Background: an optimization exercise with open tools, aiming at small area, a short achievable clock period and few clock cycles per item. Do not read the settings as production practice.
Only simulation tests tie the RTL to the original design; equivalence was not proved.

==> 09-15: inputs <==
// Fibonacci
module Fibonacci(
    input CLK,
    input RST,
    input [31:0] INP, input IE,
    output [31:0] OUT, output OE);
    reg [31:0] v;
    reg [14:0] nu;       
    reg [16:0] pre;      
    reg [0:0] cb;        
    reg [1:0] pc;        
    reg [25:0] cnt;      
    reg [1:0] act;       
    reg oe;              
    wire idle = ~act[1];
    assign OUT = v;
    assign OE = oe;
    wire go = IE & idle;
    wire [5:0] r = INP[5:0];
    wire [25:0] nit = INP[31:6];
    reg [31:0] p_v;
    reg [14:0] p_nu;
    reg [0:0] p_cb;
    reg [16:0] p_pre;
    always @* begin
        case (r)
        6'd0: begin p_v = 32'h9e358000; p_nu = 15'h20ba; p_cb = 1'h0; p_pre = 17'h58ec; end
        6'd1: begin p_v = 32'hc7b00001; p_nu = 15'h1b1d; p_cb = 1'h0; p_pre = 17'h13f61; end
        6'd2: begin p_v = 32'h65e60001; p_nu = 15'h3bd8; p_cb = 1'h0; p_pre = 17'h18dcd; end
        6'd3: begin p_v = 32'h2d968002; p_nu = 15'h56f6; p_cb = 1'h0; p_pre = 17'hc2ae; end
        6'd4: begin p_v = 32'h937c8003; p_nu = 15'h12cf; p_cb = 1'h0; p_pre = 17'h1307a; end
        6'd5: begin p_v = 32'hc1138005; p_nu = 15'h69c6; p_cb = 1'h0; p_pre = 17'h1e8a8; end
        6'd6: begin p_v = 32'h54908008; p_nu = 15'h7c96; p_cb = 1'h0; p_pre = 17'h10ea2; end
        6'd7: begin p_v = 32'h15a4000d; p_nu = 15'h665d; p_cb = 1'h0; p_pre = 17'h1d749; end
        6'd8: begin p_v = 32'h6a348015; p_nu = 15'h62f4; p_cb = 1'h0; p_pre = 17'h1c5ea; end
        6'd9: begin p_v = 32'h7fd88022; p_nu = 15'h4952; p_cb = 1'h0; p_pre = 17'h7d32; end
  ...
==> flow/config.mk <==
export PLATFORM = sky130hd
export DESIGN_NAME = Fibonacci
export DESIGN_NICKNAME = Fibonacci
export VERILOG_FILES = /design/flow/design.v
export SDC_FILE = /design/flow/constraint.sdc
export NUM_CORES = 4
export LEC_CHECK = 0
export ABC_CLOCK_PERIOD_IN_PS = 3000
export CAP_MARGIN = 0
export CORE_MARGIN = 2
export CORE_UTILIZATION = 40
export CTS_BUF_LIST = sky130_fd_sc_hd__clkbuf_8 sky130_fd_sc_hd__clkbuf_4
export GPL_TIMING_DRIVEN = 0
export SETUP_SLACK_MARGIN = 0.0
export SLEW_MARGIN = 0
export SYNTH_HIERARCHICAL = 1
==> flow/constraint.sdc <==
create_clock -name core_clock -period 4.0 [get_ports {CLK}]
set_input_delay 0.8000 -clock core_clock [delete_from_list [all_inputs] [get_ports {CLK}]]
set_output_delay 0.8000 -clock core_clock [all_outputs]
set_load 0.01 [all_outputs]
standard.sh (not shown) runs the stock make flow with config.mk's settings and CLKGATE_MAP_FILE= SYNTH_SCRIPT=/design/flow/synth_recipe.tcl, a recipe that flattens the netlist after the stock synthesis.
==> flow/flow/run.sh <==
#!/bin/bash
# The standard layout (the standard.sh: ORFS synthesis to finish), with
# the port buffers made of sky130_fd_sc_hd__buf_2 cells instead of the cell buffer_ports picks
# by default (a slow delay buffer). Make's output goes to flow.log here.
set -euo pipefail
bash standard.sh "BUFFER_PORTS_ARGS=-buffer_cell sky130_fd_sc_hd__buf_2" finish > flow.log 2>&1
==> 07-27: changes against 09-15 <==
--- a/flow/config.mk
+++ b/flow/config.mk
@@ -12,3 +12,2 @@
 export CTS_BUF_LIST = sky130_fd_sc_hd__clkbuf_8 sky130_fd_sc_hd__clkbuf_4
-export GPL_TIMING_DRIVEN = 0
 export SETUP_SLACK_MARGIN = 0.0
==> load_flow_metrics.sql <==
INSERT INTO impl_metrics (metric_group, metric, value, unit) VALUES
('routing', 'route.layer.met1.wl', '28940', 'µm'),
('sta', 'timing.final.setup_violations', '14', ''),
('run_status', 'failed_layout_checks', 'setup timing', ''),
('setup_path', 'launching_element_type_of_the_critical_path', 'input port', ''),
('run_status', 'outcome', 'finished with violations', ''),
('sta', 'finalWorstSetupSlack', '-0.1830', 'ns');
(the above is from 09-15)
==> load_flow_metrics.sql <==
INSERT INTO impl_metrics (metric_group, metric, value, unit) VALUES
('sta', 'timing.final.setup_violations', '0', ''),
('sta', 'finalWorstSetupSlack', '0.1453', 'ns'),
('cells_and_area', 'area_growth', '11.58', '%'),
('routing', 'route.layer.met1.wl', '23910', 'µm'),
('run_status', 'outcome', 'complete, no violations', ''),
('cells_and_area', 'finish.net_count', '2020', ''),
('clock_tree', 'cts_resized', '0', '');
(the above is from 07-27)
Testbench counts of 09-15, summed over its fixed seeds: cycles 2,060, items 384.
Testbench counts of 07-27, summed over its fixed seeds: cycles 2,060, items 384.

[separate check: timing with driven ports]
How much do the figures lean on ideal ports? The routed layouts below were timed once more, with nothing changed but the port constraints. Step 1 assumes that a clkbuf_16 drives the clock port and a buf_2 every other input. Step 2 times the ports against the registers' clock, not the clock port: input delays grow and output delays shrink by t, the midpoint of the rising clock arrivals with the driver on. Slacks: ideal ports / drivers / drivers and shift; pairs: ideal ports / drivers.
run	t (ns)	setup WS [ns]	slew at the worst register clock pin (ns)	worst slew at a driven data input, ns
09-15	0.444	-0.183 / -0.159 / -0.602	0.11 / 0.11	0.04
07-27	0.431	0.145 / 0.145 / -0.057	0.12 / 0.12	0.03
With both steps, setup timing fails in 07-27, where it was met with ideal ports. The setup slack of 09-15, which loses most, moves by +0.024 ns with the drivers and by -0.419 ns with both steps.
